Background: an optimization exercise with open tools, aiming at small area and a short achievable clock period. Do not read the settings as production practice. The RTL was checked by simulation tests, not by an equivalence proof against the original design. Power is estimated from default activity; no workload was simulated.

==> flow/design.v <==
module ALU (
    input  [31:0] SrcA, SrcB,
    input         Sub, IsAlu,
    input  [2:0]  Funct3,
    output [31:0] ALUResult, Sum
);
    wire [31:0] B = SrcB ^ {32{Sub}};
    wire [32:0] S = {SrcA, Sub} + {B, Sub};
    assign Sum = S[32:1];
    wire        Big = |SrcB[31:5];
    wire        Left = ~Funct3[2];
    wire [31:0] ARev;
    genvar i;
    generate
        for (i = 0; i < 32; i = i + 1) begin : rev
            assign ARev[i] = SrcA[31-i];
        end
    endgenerate
    wire [31:0] ShIn = Left ? ARev : SrcA;
    wire [31:0] ShOut = ShIn >> SrcB[4:0];
    wire [31:0] ShRev;
    generate
        for (i = 0; i < 32; i = i + 1) begin : rev2
            assign ShRev[i] = ShOut[31-i];
        end
    endgenerate
    wire selAdd = ~IsAlu | (Funct3 == 3'b000) | (Funct3[2:1] == 2'b01);
    wire selShl = IsAlu & (Funct3 == 3'b001) & ~Big;
    wire selShr = IsAlu & (Funct3 == 3'b101) & ~Big;
    wire selXor = IsAlu & (Funct3 == 3'b100);
    wire selOr  = IsAlu & (Funct3 == 3'b110);
    wire selAnd = IsAlu & (Funct3 == 3'b111);
    wire [31:0] Other = ({32{selShl}} & ShRev)
                      | ({32{selShr}} & ShOut)
                      | ({32{selXor}} & (SrcA ^ SrcB))
                      | ({32{selOr}}  & (SrcA | SrcB))
                      | ({32{selAnd}} & (SrcA & SrcB));
    assign ALUResult = selAdd ? Sum : Other;
endmodule
module Control_unit (
    input  [6:0] OP,
    input  [2:0] funct3,
    input        funct7,
    output       RegWrite, MemWrite, ALUSrc, ResultSrc, Sub, IsAlu, Halt, Branch
);
    assign RegWrite = (OP == 7'b0000011) | (OP == 7'b0110011) | (OP == 7'b0010011);
    assign MemWrite = (OP == 7'b0100011);
    assign Branch   = (OP == 7'b1100011);
    assign Halt     = (OP == 7'b0000000);
    assign ResultSrc = ~OP[4];                     
    assign ALUSrc    = ~OP[5] | (~OP[4] & ~OP[6]);  
    assign IsAlu     = OP[4];                      
    assign Sub       = OP[6] | (OP[5] & OP[4] & (funct3 == 3'b000) & funct7);
endmodule
module Register_file (
    input  [4:0]  A1, A2, A3,
    input  [31:0] WD3,
    input         CLK, WE3, reset,
    output reg [31:0] RD1, RD2
);
    reg [1023:0] regs;
    reg [31:0]   valid;
    wire [31:0]  we = WE3 ? (32'd1 << A3) : 32'd0;
    genvar g;
    generate
        for (g = 0; g < 32; g = g + 1) begin : r
            always @(posedge CLK)
                if (we[g]) regs[32*g +: 32] <= WD3;
            always @(posedge CLK or negedge reset)
                if (!reset)     valid[g] <= 1'b0;
                else if (we[g]) valid[g] <= 1'b1;
        end
    endgenerate
    wire [7:0] lo1 = 8'd1 << A1[2:0], lo2 = 8'd1 << A2[2:0];
    wire [3:0] hi1 = 4'd1 << A1[4:3], hi2 = 4'd1 << A2[4:3];
    reg  [31:0] g1 [0:3];
    reg  [31:0] g2 [0:3];
    integer h, l;
    always @(*) begin
        RD1 = 32'd0;
        RD2 = 32'd0;
        for (h = 0; h < 4; h = h + 1) begin
            g1[h] = 32'd0;
            g2[h] = 32'd0;
            for (l = 0; l < 8; l = l + 1) begin
                g1[h] = g1[h] | ({32{lo1[l] & valid[8*h+l]}} & regs[32*(8*h+l) +: 32]);
                g2[h] = g2[h] | ({32{lo2[l] & valid[8*h+l]}} & regs[32*(8*h+l) +: 32]);
            end
            RD1 = RD1 | ({32{hi1[h]}} & g1[h]);
            RD2 = RD2 | ({32{hi2[h]}} & g2[h]);
        end
    end
endmodule
module PC_Register (
    input         clk, areset, load, PCSrc,
    input  [31:0] ImmB,
    output reg [31:0] PC
);
    wire [18:0] Hi   = PC[31:13];
    wire [18:0] HiP1 = Hi + 19'd1;
    wire [18:0] HiM1 = Hi - 19'd1;
    wire [13:0] Lo4  = {1'b0, PC[12:0]} + 14'd4;
    wire [13:0] LoB  = {1'b0, PC[12:0]} + {1'b0, ImmB[12:0]};
    wire        Sign = ImmB[12];
    wire [18:0] HiB  = Sign ? (LoB[13] ? Hi : HiM1) : (LoB[13] ? HiP1 : Hi);
    wire [18:0] Hi4  = Lo4[13] ? HiP1 : Hi;
    wire [31:0] PC_next = PCSrc ? {HiB, LoB[12:0]} : {Hi4, Lo4[12:0]};
    always @(posedge clk or negedge areset)
        if (!areset)   PC <= 32'd0;
        else if (load) PC <= PC_next;
endmodule
module MIPS (
    input  [31:0] instr, ReadData,
    input         CLK_MIPS, reset_MIPS,
    output [31:0] ALUResult_MIPS, PC_MIPS,
    output [31:0] WriteData_MIPS,
    output        MemWrite_MIPS
);
    wire [6:0] op = instr[6:0];
    wire [2:0] f3 = instr[14:12];
    wire RegWrite, MemWrite, ALUSrc, ResultSrc, Sub, IsAlu, Halt, Branch;
    Control_unit U1 (
        .OP(op), .funct3(f3), .funct7(instr[30]),
        .RegWrite(RegWrite), .MemWrite(MemWrite), .ALUSrc(ALUSrc),
        .ResultSrc(ResultSrc), .Sub(Sub), .IsAlu(IsAlu),
        .Halt(Halt), .Branch(Branch)
    );
    wire [31:0] RD1, RD2, ALUResult, Sum;
    wire [31:0] Result = ResultSrc ? ReadData : ALUResult;
    Register_file U2 (
        .A1(instr[19:15]), .A2(instr[24:20]), .A3(instr[11:7]),
        .WD3(Result), .CLK(CLK_MIPS), .WE3(RegWrite), .reset(reset_MIPS),
        .RD1(RD1), .RD2(RD2)
    );
    wire [31:0] ImmIS = {{20{instr[31]}}, instr[31:25],
                         op[5] ? instr[11:7] : instr[24:20]};
    wire [31:0] SrcB = ALUSrc ? ImmIS : RD2;
    ALU U3 (
        .SrcA(RD1), .SrcB(SrcB), .Sub(Sub), .IsAlu(IsAlu), .Funct3(f3),
        .ALUResult(ALUResult), .Sum(Sum)
    );
    wire Zero = ~|Sum;
    reg PCSrc;
    always @(*) begin
        case (f3)
            3'b000:  PCSrc = Branch & Zero;
            3'b001:  PCSrc = Branch & ~Zero;
            3'b100:  PCSrc = Branch & Sum[31];
            default: PCSrc = 1'b0;
        endcase
    end
    wire [31:0] ImmB = {{20{instr[31]}}, instr[7], instr[30:25], instr[11:8], 1'b0};
    PC_Register U4 (
        .clk(CLK_MIPS), .areset(reset_MIPS), .load(~Halt),
        .PCSrc(PCSrc), .ImmB(ImmB), .PC(PC_MIPS)
    );
    assign ALUResult_MIPS = ALUResult;
    assign WriteData_MIPS = RD2;
    assign MemWrite_MIPS  = MemWrite;
endmodule
==> flow/flow/run.sh <==
#!/bin/bash
# Own flow: the standard layout (standard.sh), with these make settings
# given after the standard flow's own so that they take precedence:
#  - synthesis: no full/half-adder cells (ADDER_MAP_FILE empty), so that abc
#    sees the adders' timing, and abc's mapping script replaced by
#    flow/abc_speed.script (delay-targeted map with area recovery). The flow
#    scripts are copied unchanged apart from that one abc script.
#  - port buffers are buf_2 (the default pick is a delay cell), and the
#    resizer may change a cell's footprint, so it can size them up
#  - CTS without dummy loads, with clkbuf_16 clusters of up to 32 sinks
#    within 60 um
#  - setup margin 5.75 ns for the resizer's timing repair, which works on
#    the worst path only (TNS_END_PERCENT 0)
set -euo pipefail
cd "$(dirname "$0")/.."
W=$(pwd)
rm -rf "$W/scripts_mod"
cp -r "$FLOW_HOME/scripts" "$W/scripts_mod"
cp "$W/flow/abc_speed.script" "$W/scripts_mod/abc_speed.script"
bash standard.sh \
  "SCRIPTS_DIR=$W/scripts_mod" \
  "ADDER_MAP_FILE=" \
  "BUFFER_PORTS_ARGS=-buffer_cell sky130_fd_sc_hd__buf_2" \
  "MATCH_CELL_FOOTPRINT=0" \
  "SETUP_SLACK_MARGIN=5.75" \
  "TNS_END_PERCENT=0" \
  "CTS_ARGS=-sink_clustering_enable -repair_clock_nets -dont_use_dummy_load -buf_list sky130_fd_sc_hd__clkbuf_16 -sink_clustering_size 32 -sink_clustering_max_diameter 60" \
  finish > flow_standard.log 2>&1
==> flow/flow/abc_speed.script <==
strash
dch -f
map -D 3500
topo
stime -c
buffer -c
upsize -c -D 3500
dnsize -c -D 3500
==> flow/standard.sh <==
#!/bin/bash
# synth_recipe.tcl (not shown) runs the flow's synth.tcl, then flattens the netlist and writes it again
# the make line also repeats each setting of config.mk as NAME=value (left out here)
make -C /OpenROAD-flow-scripts/flow DESIGN_CONFIG=/design/flow/config.mk WORK_HOME=/design/flow/orfs CLKGATE_MAP_FILE= SYNTH_SCRIPT=/design/flow/synth_recipe.tcl "${@:-finish}"
==> flow/config.mk <==
export PLATFORM = sky130hd
export DESIGN_NAME = MIPS
export DESIGN_NICKNAME = MIPS
export VERILOG_FILES = /design/flow/design.v
export SDC_FILE = /design/flow/constraint.sdc
export NUM_CORES = 4
export LEC_CHECK = 0
export CAP_MARGIN = 20
export CORE_MARGIN = 2
export CORE_UTILIZATION = 35
export PLACE_DENSITY = 0.55
export SETUP_SLACK_MARGIN = 5
export SLEW_MARGIN = 20
==> flow/constraint.sdc <==
create_clock -name core_clock -period 17.0 [get_ports {CLK_MIPS}]
set_input_delay 3.4000 -clock core_clock [delete_from_list [all_inputs] [get_ports {CLK_MIPS}]]
set_output_delay 3.4000 -clock core_clock [all_outputs]
set_load 0.01 [all_outputs]
==> results of run 1 <==
==> kinds of logic (layout without fill, tap and decap cells) <==
group | count (synthesis) | in the layout
AOI/OAI and AO/OA | 1569 | 1569
and+or+nand+nor | 1500 | 1500
DFF | 1087 | 1087
buffers and inverters | 535 | 749
xor gates and xnor gates | 90 | 90
muxes | 3 | 3
other | 1 | 2
==> worst max-delay path, delay by kind of cell <==
| kind | cells | cell delay [ps] |
|---|---|---|
| buffers and inverters | 8 | 1210 |
| and+or+nand+nor | 11 | 2480 |
| AOI/OAI and AO/OA | 5 | 780 |
==> through the flow <==
stage	power, uW	cell area, um^2	hold WS, ps
6_report	6430	62500	507
5_1_grt	6610	62500	535
4_1_cts	6260	60400	514
3_5_place_dp	4460	57200	503
3_3_place_gp	4460	57200	495
2_1_floorplan	3890	53600	449
==> cell type report <==
type	count	area, um^2
multi-input cells	3163	20900
clock buffers	87	2180
repair buffers	431	3570
inverters	229	920
well taps	2030	2540
repair inverters	2	12.5
flip-flops and latches	1087	32300
fillers	14500	89600
diodes	1	2.50
==> final timing paths <==
| path | from | end | cells past startpoint |
|---|---|---|---|
| setup / recovery | instr[20] | ALUResult_MIPS[15] | 24 |
| hold / removal | U4.PC[1] | U4.PC[1] | 1 |
| setup reg to reg | U2.valid[22] | U4.PC[26] | 33 |
| hold reg to reg | U4.PC[1] | U4.PC[1] | 1 |
| max in group asynchronous | reset_MIPS | U4.PC[8] | 1 |
| min in group asynchronous | reset_MIPS | U2.valid[22] | 1 |
==> power by group through the flow <==
stage / clock network [uW] / registers [uW] / logic, uW
5_1_grt: 1900 / 3090 / 1620
4_1_cts: 1810 / 3090 / 1360
3_5_place_dp: 0 / 3150 / 1310
6_report: 1800 / 3090 / 1540
2_1_floorplan: 0 / 3150 / 740
3_3_place_gp: 0 / 3150 / 1310
==> sequential cells by signal, indices dropped and copies added, names as in the netlist <==
register and flops:
U2.regs 1024, U2.valid 32, U4.PC 31
==> metal layers <==
layer	up-vias	share of wire [%]
li1	19000	-
met1	22900	38
met2	3994	42
met3	685	15
met4	2	5.8
met5	-	0.0055
==> cell usage after synthesis (21+ instances only) <==
master    instances  area, um^2
nand3_1         103         515
a22oi_1        1080        8110
a41o_1           27         270
inv_1           208         781
nor2_1          370        1390
o211ai_1         22         165
xor2_1           66         578
dfrtp_1          63        1580
clkbuf_1        148         556
nand2_1         632        2370
buf_2            68         340
nor3_1           33         165
o21ai_2          22         193
buf_6            21         236
o21ai_0         202        1010
nor2_4           24         270
buf_4            47         353
buf_1            22        82.6
a31oi_1          27         169
nand4_1         261        1630
a21oi_1          89         445
edfxtp_1       1024       30700
==> what timing repair did <==
item	CTS	global route
setup endpoints to repair	32	32
pin swaps	21	87
gates resized for setup	217	320
buffers inserted	25	78
gates cloned	2	11
==> cell usage in the layout, fill, tap and decap left out, types with 19 or more instances in the layout <==
cell | netlist | final
buf_6 | 21 | 37
edfxtp_1 | 1024 | 1024
nand3_2 | 3 | 21
nand2_1 | 632 | 585
nor2_1 | 370 | 272
o21ai_0 | 202 | 162
dfrtp_1 | 63 | 63
buf_12 | 0 | 28
nand2_2 | 10 | 46
nand4_1 | 261 | 261
nand3_1 | 103 | 78
buf_2 | 68 | 160
nor2_4 | 24 | 116
o211ai_1 | 22 | 22
a21oi_1 | 89 | 74
nor3_1 | 33 | 28
nor2_2 | 13 | 19
o21ai_1 | 19 | 42
xor2_1 | 66 | 52
o21ai_2 | 22 | 29
inv_1 | 208 | 189
a41o_1 | 27 | 24
a22oi_1 | 1080 | 1040
clkbuf_16 | 0 | 95
buf_4 | 47 | 183
a22oi_2 | 0 | 40
==> flow_metrics.py, run 1 <==
metrics = {
    "worst_setup_path": {
        "crit_type": "primary input to output port",
        "rrSetupSlack_ps": 10490,
        "cp_slowest_cell": "or4_4",
        "critPathLaunchType": "primary input",
        "path_common_cell": "nor2_4",
        "cp.arrival_ps": 7940,
        "crit_path_end_kind": "output port",
        "critical-path-max-stage-delay_ps": 570,
        "required_ps": 13600,
        "crit_fanout": 32,
        "cp_cell_sequence": "buf_2 > inv_4 > nor2_4 > nand2_4 > nor2_4 > buf_12 > a22oi_1 > nand4_1 > nand2_2 > nand4_4 > nand2_1 > o21ai_4 > nor4_4 > nand4_1 > or4_4 > nor2_4 > buf_6 > clkinvlp_4 > buf_4 > buf_4 > o211ai_1 > a21oi_1 > o221ai_1 > buf_2",
    },
    "synthesis": {
        "synth_cells": 4785,
        "syn-num-nets": 4851,
        "synth-simple-area-share_pct": 12.9,
        "avgSynthCellArea_um2": 11.2,
        "synth_xor_xnor_area_share_pct": 1.53,
        "netlist_area_um2": 53600,
        "synth_compound_area_share_pct": 20.8,
        "synth_flop_cell": "edfxtp_1",
        "ys_warn_count": 5,
        "synth_mux_area_share_pct": 0.0560,
        "synth-seq-area-share_pct": 60.3,
        "synth_cell_type_count": 68,
        "async_flop_share_pct": 5.80,
        "synth_top_family_by_area": "compound AO/OA/AOI/OAI gates",
        "synth-edff-count": 1024,
        "synth_fa_ha_area_share_pct": 0,
        "ys_seq_elements": 1087,
    },
    "power_and_ir_drop": {
        "p_int_uw": 4410,
        "cellPowerDensity_nw_per_um2": 103,
        "p_sw_uw": 2030,
        "netSwitchingFraction_pct": 31.5,
        "power_leakage_uw": 0.0207,
        "pwr-share-seq_pct": 48.1,
        "combPwrFrac_pct": 24.0,
        "clockPowerShare_pct": 27.9,
        "vdd_drop_max_mv": 0.0835,
    },
    "clock_tree": {
        "cts_buffers": 87,
        "root_buffer": "clkbuf_16",
        "clk_latency_ps": 750,
        "cts.clk_slew.worst_paths_ps": 70,
        "clockBufferDepth": 3,
        "cts_sinks": 1087,
        "cts_max_level": 3,
        "cts_tree": "built",
        "postCtsHoldBufs": 0,
    },
    "finish": {
        "drive_gt1_share_pct": 19.2,
        "area_delta_synth_final_pct": 16.5,
        "nets": 5067,
        "layout.cells.non_filler": 7030,
        "final_util_pct": 41.1,
    },
    "floorplan": {
        "die_x_um": 395,
        "fp.dieH_um": 395,
        "row_count": 143,
        "core_um2": 152000,
        "ios": 163,
        "start_util_pct": 35.3,
        "die-area_um2": 156000,
    },
    "timing": {
        "finalSetupTns_ps": 0,
        "setup_slack_ps": 5660,
        "slew_viol_final": 0,
        "finalHoldViolations": 0,
        "fmax_ghz": 0.0882,
        "worst_pin_slew_ps": 1100,
        "rsz0062_at_grt": "true",
        "setup_viol": 0,
        "skew_ps": 107,
        "slew_headroom_pct": 26.5,
        "min_period_ps": 11340,
        "finalCritPeriodShare_pct": 66.7,
    },
    "global_routing": {
        "antenna_found_initial": 3,
        "grt_max_degree": 64,
        "grt_util_met1_pct": 39.3,
        "grt_pass1_wl_um": 325000,
        "grtUsageTotal_pct": 28.8,
        "grt_pass1_vias": 43200,
        "met2_usage_pct": 40.8,
        "met3_usage_pct": 9.03,
        "top_usage_layer": "met2",
        "gr-total-overflow": 0,
    },
    "placed_design": {
        "gp_congestion": 0.989,
        "dp_hpwl_um": 145000,
        "placedCellCount": 6826,
        "pre_cts_slack_ps": 4350,
        "io_buffers": 161,
    },
    "detailed_routing": {
        "ant_nets": 0,
        "wl_um": 238000,
        "drtIter0Drc": 7870,
        "first_pass_iters": 8,
        "vias": 46500,
        "drc_errors": 0,
        "via_per_inst": 6.62,
        "wire_per_inst_um": 33.9,
    },
    "hold_path": {
        "hold_path_class": "flip-flop to flip-flop",
    },
    "status": {
        "status": "timing/DRC/antenna clean",
    },
    "run": {
        "drv_cap": 0,
    },
}
==> run 2, diff against run 1 <==
--- a/flow/flow/run.sh
+++ b/flow/flow/run.sh
@@ -11,3 +11,3 @@
 #    within 60 um
-#  - setup margin 5.75 ns for the resizer's timing repair, which works on
+#  - setup margin 5.25 ns for the resizer's timing repair, which works on
 #    the worst path only (TNS_END_PERCENT 0)
@@ -24,3 +24,3 @@
   "MATCH_CELL_FOOTPRINT=0" \
-  "SETUP_SLACK_MARGIN=5.75" \
+  "SETUP_SLACK_MARGIN=5.25" \
   "TNS_END_PERCENT=0" \
==> flow_metrics.py, run 2 <==
metrics = {
    "synthesis": {
        "synth-seq-area-share_pct": 60.3,
        "synth_cell_type_count": 68,
        "synthTopCellsByCount": "a22oi_1, edfxtp_1, nand2_1",
        "synth_compound_area_share_pct": 20.8,
        "netlist_area_um2": 53600,
        "synth_xor_xnor_area_share_pct": 1.53,
        "avgSynthCellArea_um2": 11.2,
        "synth_fa_ha_area_share_pct": 0,
        "synth_top_family_by_area": "compound AO/OA/AOI/OAI gates",
        "synth_area_leader_cell": "edfxtp_1",
        "synth_cells": 4785,
        "synth_area_leaders": "edfxtp_1, a22oi_1, nand2_1",
        "synth_top_cell_area_share_pct": 57.3,
        "ys_seq_elements": 1087,
        "async_flop_share_pct": 5.80,
        "synth-simple-area-share_pct": 12.9,
        "synth-edff-count": 1024,
        "ys_warn_count": 5,
        "synth_mux_area_share_pct": 0.0560,
        "synth_flop_cell": "edfxtp_1",
        "yosysMostFrequentCell": "a22oi_1",
        "syn-num-nets": 4851,
    },
    "worst_setup_path": {
        "r2r_cells": 30,
        "cp_slowest_cell": "or4_1",
        "crit_type": "primary input to output port",
        "rrSetupSlack_ps": 10220,
        "required_ps": 13600,
        "regToRegStartpoint": "U2.valid[17]",
        "critical-path-max-stage-delay_ps": 540,
        "crit_path_end": "ALUResult_MIPS[26]",
        "cp_cell_sequence": "buf_2 > inv_2 > nor2_4 > nand2_4 > nor2_4 > clkbuf_8 > a22oi_1 > nand4_1 > a22oi_1 > nand2_1 > nand2_1 > nand2_1 > nor4_1 > nand4_1 > or4_1 > nor2_1 > buf_4 > clkinvlp_4 > o22ai_2 > nor4_1 > mux2i_1 > buf_2",
        "crit_fanout": 32,
        "r2r_end": "U4.PC[19]",
        "startpoint": "instr[20]",
        "path_common_cell": "nand2_1",
        "critPathLaunchType": "primary input",
        "crit_path_end_kind": "output port",
        "cp.arrival_ps": 8420,
    },
    "clock_tree": {
        "cts_sinks": 1087,
        "cts_buffers": 87,
        "clk_latency_ps": 750,
        "postCtsHoldBufs": 0,
        "cts.clk_slew.worst_paths_ps": 70,
        "cts_max_level": 3,
        "cts_tree": "built",
        "clockBufferDepth": 3,
        "root_buffer": "clkbuf_16",
    },
    "timing": {
        "rsz0062_at_grt": "true",
        "setup_viol": 0,
        "slew_viol_final": 0,
        "finalCritPeriodShare_pct": 69.5,
        "slew_headroom_pct": 27.0,
        "skew_ps": 111,
        "worst_pin_slew_ps": 1090,
        "finalHoldViolations": 0,
        "fmax_ghz": 0.0846,
        "finalSetupTns_ps": 0,
        "min_period_ps": 11820,
    },
    "run": {
        "drv_cap": 0,
    },
    "global_routing": {
        "grt_max_degree": 64,
        "grt_pass1_wl_um": 323000,
        "grtUsageTotal_pct": 28.7,
        "grt_pass1_vias": 43000,
        "gr-total-overflow": 0,
        "antenna_found_initial": 2,
    },
    "finish": {
        "top_regs": "U2.regs: 1024 flops, U2.valid: 32 flops, U4.PC: 31 flops",
        "nets": 4973,
        "finalInstanceArea_um2": 60200,
        "largest_reg_flops": 1024,
        "regMostFlops": "U2.regs",
        "drive_gt1_share_pct": 14.3,
        "nFillCells": 14600,
        "layout_commonest_cell": "a22oi_1",
        "area_delta_synth_final_pct": 12.2,
        "mostFrequentLayoutCells": "a22oi_1, edfxtp_1, nand2_1",
    },
    "floorplan": {
        "start_util_pct": 35.3,
        "die_x_um": 395,
        "die-area_um2": 156000,
        "fp.dieH_um": 395,
        "row_count": 143,
        "ios": 163,
        "core_um2": 152000,
    },
    "detailed_routing": {
        "via_per_inst": 6.61,
        "met1_length_um": 89000,
        "first_pass_iters": 9,
        "wl_met2_um": 96900,
        "wire_per_inst_um": 33.7,
        "vias": 45900,
        "drc_errors": 0,
        "wl_met3_um": 33800,
        "highest_layer": "met5",
        "drtIter0Drc": 7217,
        "ant_nets": 0,
        "wl_um": 234000,
    },
    "placed_design": {
        "io_buffers": 161,
        "dp_hpwl_um": 145000,
        "gp_congestion": 0.989,
        "dpl_cell_area_um2": 57200,
    },
    "power_and_ir_drop": {
        "total_power_uw": 6280,
        "cellPowerDensity_nw_per_um2": 104,
        "vdd_drop_max_mv": 0.0827,
        "power_leakage_uw": 0.0198,
    },
    "status": {
        "status": "timing/DRC/antenna clean",
    },
    "hold_path": {
        "hold_path_class": "flip-flop to flip-flop",
    },
}
## run 2: worst max-delay path, delay by kind of cell
| family | cells | cell delay [ps] |
|---|---|---|
| simple gates | 12 | 2320 |
| compound gates | 3 | 1170 |
| buf+inv | 6 | 1250 |
| mux | 1 | 220 |
## run 2: report_power, final
| group | internal (uW) | leakage (uW) | switching, uW |
|---|---|---|---|
| Sequential | 3070 | 0.00983 | 24.4 |
| Clock | 898 | 0.00107 | 899 |
| Combinational | 360 | 0.00892 | 1040 |
## run 2: final cells by class
type	count	area (um^2)	share of cell area [%]
Antenna cell	4	10.0	0.0166
Clock buffer	87	2180	3.62
Inverter	229	902	1.50
Multi-Input combinational cell	3163	19900	33.0
Sequential cell	1087	32300	53.7
Tap cell	2030	2540	4.22
Timing Repair Buffer	337	2350	3.90
Timing Repair inverter	2	12.5	0.0208
## run 2: timing repair
action                                  in CTS  in global routing
endpoints found under the setup margin      32                 32
pin swaps                                    2                 12
gates resized for setup                     27                142
cloned                                       1                  1
setup buffers                               10                 10
## run 2: logic make-up after synthesis
logic type	Yosys count
XOR/XNOR	90
multiplexers	3
other	1
AO/OA/AOI/OAI	1569
flip-flops	1087
buffers and inverters	535
AND/OR/NAND/NOR	1500
## run 2: worst min path at each step
| stage | startpoint | to | slack (ps) | cells past startpoint |
|---|---|---|---|---|
| after floorplan | U2.valid[0] | U2.valid[0] | 450 | 2 |
| after global placement | U4.PC[1] | U4.PC[1] | 500 | 1 |
| after detailed placement | U4.PC[1] | U4.PC[1] | 500 | 1 |
| after CTS | U4.PC[1] | U4.PC[1] | 510 | 1 |
| after global routing | U4.PC[1] | U4.PC[1] | 540 | 1 |
| final | U4.PC[1] | U4.PC[1] | 510 | 1 |
## run 2: stage by stage
step,util [%],hold WS [ps],setup WS [ps],cells
5_1_grt,39.6,535,5190,6935
6_report,39.6,508,5180,6939
2_1_floorplan,-,449,6680,4785
3_3_place_gp,37.6,495,4320,6826
4_1_cts,39.2,514,5160,6924
3_5_place_dp,37.6,503,4350,6826
## run 2: routing by layer
layer / global-route usage (%) / vias to the layer above
met2: 40.7 / 3948
met5: 0 / -
met1: 39.1 / 22500
met4: 14.9 / 2
met3: 9.29 / 683
li1: - / 18800
==> run 3, diff against run 2 <==
--- a/flow/flow/run.sh
+++ b/flow/flow/run.sh
@@ -11,4 +11,5 @@
 #    within 60 um
-#  - setup margin 5.25 ns for the resizer's timing repair, which works on
+#  - setup margin 5.5 ns for the resizer's timing repair, which works on
 #    the worst path only (TNS_END_PERCENT 0)
+#  - global placement without the routability mode
 set -euo pipefail
@@ -24,4 +25,5 @@
   "MATCH_CELL_FOOTPRINT=0" \
-  "SETUP_SLACK_MARGIN=5.25" \
+  "SETUP_SLACK_MARGIN=5.5" \
   "TNS_END_PERCENT=0" \
+  "GPL_ROUTABILITY_DRIVEN=0" \
   "CTS_ARGS=-sink_clustering_enable -repair_clock_nets -dont_use_dummy_load -buf_list sky130_fd_sc_hd__clkbuf_16 -sink_clustering_size 32 -sink_clustering_max_diameter 60" \
==> flow_metrics.py, run 3 <==
metrics = {
    "status": {
        "status": "timing/DRC/antenna clean",
    },
    "global_routing": {
        "grtUsageTotal_pct": 28.1,
        "grt_pass1_wl_um": 319000,
        "grt_max_degree": 64,
        "grt_pass1_vias": 43500,
        "antenna_found_initial": 1,
        "gr-total-overflow": 0,
    },
    "finish": {
        "area_delta_synth_final_pct": 12.7,
        "drive_gt1_share_pct": 14.6,
        "nFillCells": 14600,
        "largest_reg_flops": 1024,
        "layout.cells.non_filler": 6932,
        "mostFrequentLayoutCells": "a22oi_1, edfxtp_1, nand2_1",
        "top_regs": "U2.regs: 1024 flops, U2.valid: 32 flops, U4.PC: 31 flops",
        "regMostFlops": "U2.regs",
        "layout_commonest_cell": "a22oi_1",
        "nets": 4968,
    },
    "worst_setup_path": {
        "crit_type": "primary input to output port",
        "crit_fanout": 32,
        "crit_path_end_kind": "output port",
        "rrSetupSlack_ps": 10410,
        "required_ps": 13600,
        "critPathLaunchType": "primary input",
        "cp.arrival_ps": 8220,
    },
    "floorplan": {
        "fp.dieH_um": 395,
        "row_count": 143,
        "die-area_um2": 156000,
        "die_x_um": 395,
        "ios": 163,
        "start_util_pct": 35.3,
        "core_um2": 152000,
    },
    "clock_tree": {
        "clk_latency_ps": 740,
        "cts_buffers": 81,
        "clockBufferDepth": 3,
        "postCtsHoldBufs": 0,
        "cts.clk_slew.worst_paths_ps": 70,
        "cts_max_level": 3,
        "cts_sinks": 1087,
        "cts_tree": "built",
        "root_buffer": "clkbuf_16",
    },
    "timing": {
        "worst_pin_slew_ps": 1140,
        "min_period_ps": 11620,
        "skew_ps": 102,
        "finalCritPeriodShare_pct": 68.3,
        "slew_viol_final": 0,
        "fmax_ghz": 0.0861,
        "rsz0062_at_grt": "true",
        "slew_headroom_pct": 24.2,
        "finalHoldViolations": 0,
        "whs_ps": 496,
        "setup_viol": 0,
        "finalSetupTns_ps": 0,
    },
    "synthesis": {
        "synth_cells": 4785,
        "synth_flop_cell": "edfxtp_1",
        "netlist_area_um2": 53600,
        "async_flop_share_pct": 5.80,
        "synth-edff-count": 1024,
        "synth-seq-area-share_pct": 60.3,
        "synthTopCellsByCount": "a22oi_1, edfxtp_1, nand2_1",
        "synth_cell_type_count": 68,
        "synth_top_cell_area_share_pct": 57.3,
        "ys_seq_elements": 1087,
        "yosysMostFrequentCell": "a22oi_1",
        "avgSynthCellArea_um2": 11.2,
        "ys_warn_count": 5,
        "synth_area_leader_cell": "edfxtp_1",
        "syn-num-nets": 4851,
        "synth_area_leaders": "edfxtp_1, a22oi_1, nand2_1",
    },
    "detailed_routing": {
        "vias": 46000,
        "wire_per_inst_um": 33.0,
        "first_pass_iters": 8,
        "drc_errors": 0,
        "wl_um": 229000,
        "via_per_inst": 6.63,
        "ant_nets": 0,
        "drtIter0Drc": 7487,
    },
    "power_and_ir_drop": {
        "cellPowerDensity_nw_per_um2": 103,
        "total_power_uw": 6200,
        "vdd_drop_max_mv": 0.0739,
        "power_leakage_uw": 0.0199,
    },
    "run": {
        "drv_cap": 0,
    },
    "placed_design": {
        "dp_hpwl_um": 141000,
        "io_buffers": 161,
        "placedCellCount": 6819,
    },
    "hold_path": {
        "hold_path_class": "flip-flop to flip-flop",
    },
}
## run 3: cell type report
cell class,instances,area (um^2),area share (%)
antenna,2,5.00,0.00828
tap,2030,2540,4.20
timing repair inverter,1,7.51,0.0124
sequential,1087,32300,53.5
clock buffer,81,2030,3.35
multi-input combinational,3163,20100,33.2
timing repair buffer,339,2550,4.23
inverter,229,900,1.49
## run 3: worst max-delay path: stages
cell,delay (ps)
buf_2,150
inv_2,160
nor2_4,70
nand2_4,140
nor2_4,40
clkbuf_8,260
a22oi_1,250
nand4_1,150
a22oi_2,390
nand2_1,270
nand2_1,180
nand2_2,110
nor4_1,340
nand4_1,200
or4_4,500
nor2_1,140
buf_6,270
clkinvlp_4,190
buf_4,190
o21ai_0,360
or3_1,240
buf_2,150
## run 3: worst paths after layout
kind,start,endpoint,cells past startpoint
worst min-delay path,U4.PC[1],U4.PC[1],1
max in group asynchronous,reset_MIPS,U2.valid[31],1
worst max-delay path,instr[20],ALUResult_MIPS[23],22
min in group asynchronous,reset_MIPS,U2.valid[29],1
worst min register to register,U4.PC[1],U4.PC[1],1
worst max register to register,U2.valid[13],U4.PC[21],28
## run 3: power breakdown
group | internal, uW | leakage, uW | switching [uW]
sequential | 3070 | 0.00983 | 25.0
clock | 839 | 0.000998 | 877
combinational | 371 | 0.00906 | 1020
## run 3: cells by family after synthesis
family / after synthesis / share of synthesized area (%)
buffers and inverters: 535 / 4.53
flip-flops: 1087 / 60.3
multiplexers: 3 / 0.0560
XOR/XNOR: 90 / 1.53
AND/OR/NAND/NOR: 1500 / 12.9
other: 1 / 0.00699
AO/OA/AOI/OAI: 1569 / 20.8
## run 3: routing by layer
layer	vias up	share of wire (%)	track usage, %
met5	-	0	0
met4	0	6.5	15.5
met3	755	14	9.27
met2	3944	42	40.6
met1	22500	37	37.0
li1	18800	-	-
## run 3: repair_timing
item | in CTS | in global routing
endpoints found under the setup margin | 32 | 32
pin swaps | 7 | 23
gates cloned | 1 | 2
buffers inserted | 11 | 16
resized for setup | 96 | 157
## run 3: stage by stage
stage	utilization [%]	instance area (um^2)	worst slack (ps)
after floorplan	-	53600	6680
after global placement	37.6	57100	4520
after detailed placement	37.6	57200	4490
after CTS	39.2	59600	5440
after global routing	39.7	60400	5400
final	39.7	60400	5380

[what the ideal ports hide]
In the flow no input, the clock included, has a driving cell. The finished layouts below were timed again as built, in two steps. Step 1 sets driving cells, clkbuf_16 on the clock port and buf_2 on the other inputs (assumed; they add their load-dependent delay and slew). Step 2 adds t to the input delays and takes it off the output delays; t is the mean of the earliest and latest rising clock arrival at the registers after step 1. Input paths then give back, and output paths get back, about the clock's delay inside the block. Slacks: no drivers / after step 1 / after step 2; pairs: no drivers / after step 1.
run	shift t [ns]	setup slack, ns	worst data-port slew with drivers (ns)
run 1	0.774	5.657 / 5.624 / 5.624	0.10
run 2	0.775	5.180 / 5.128 / 5.128	0.08
run 3	0.775	5.382 / 5.333 / 5.333	0.09
After both steps every run listed still meets setup and hold. The setup slack of run 2, which loses most, moves by -0.052 ns with the drivers and by -0.052 ns with both steps.
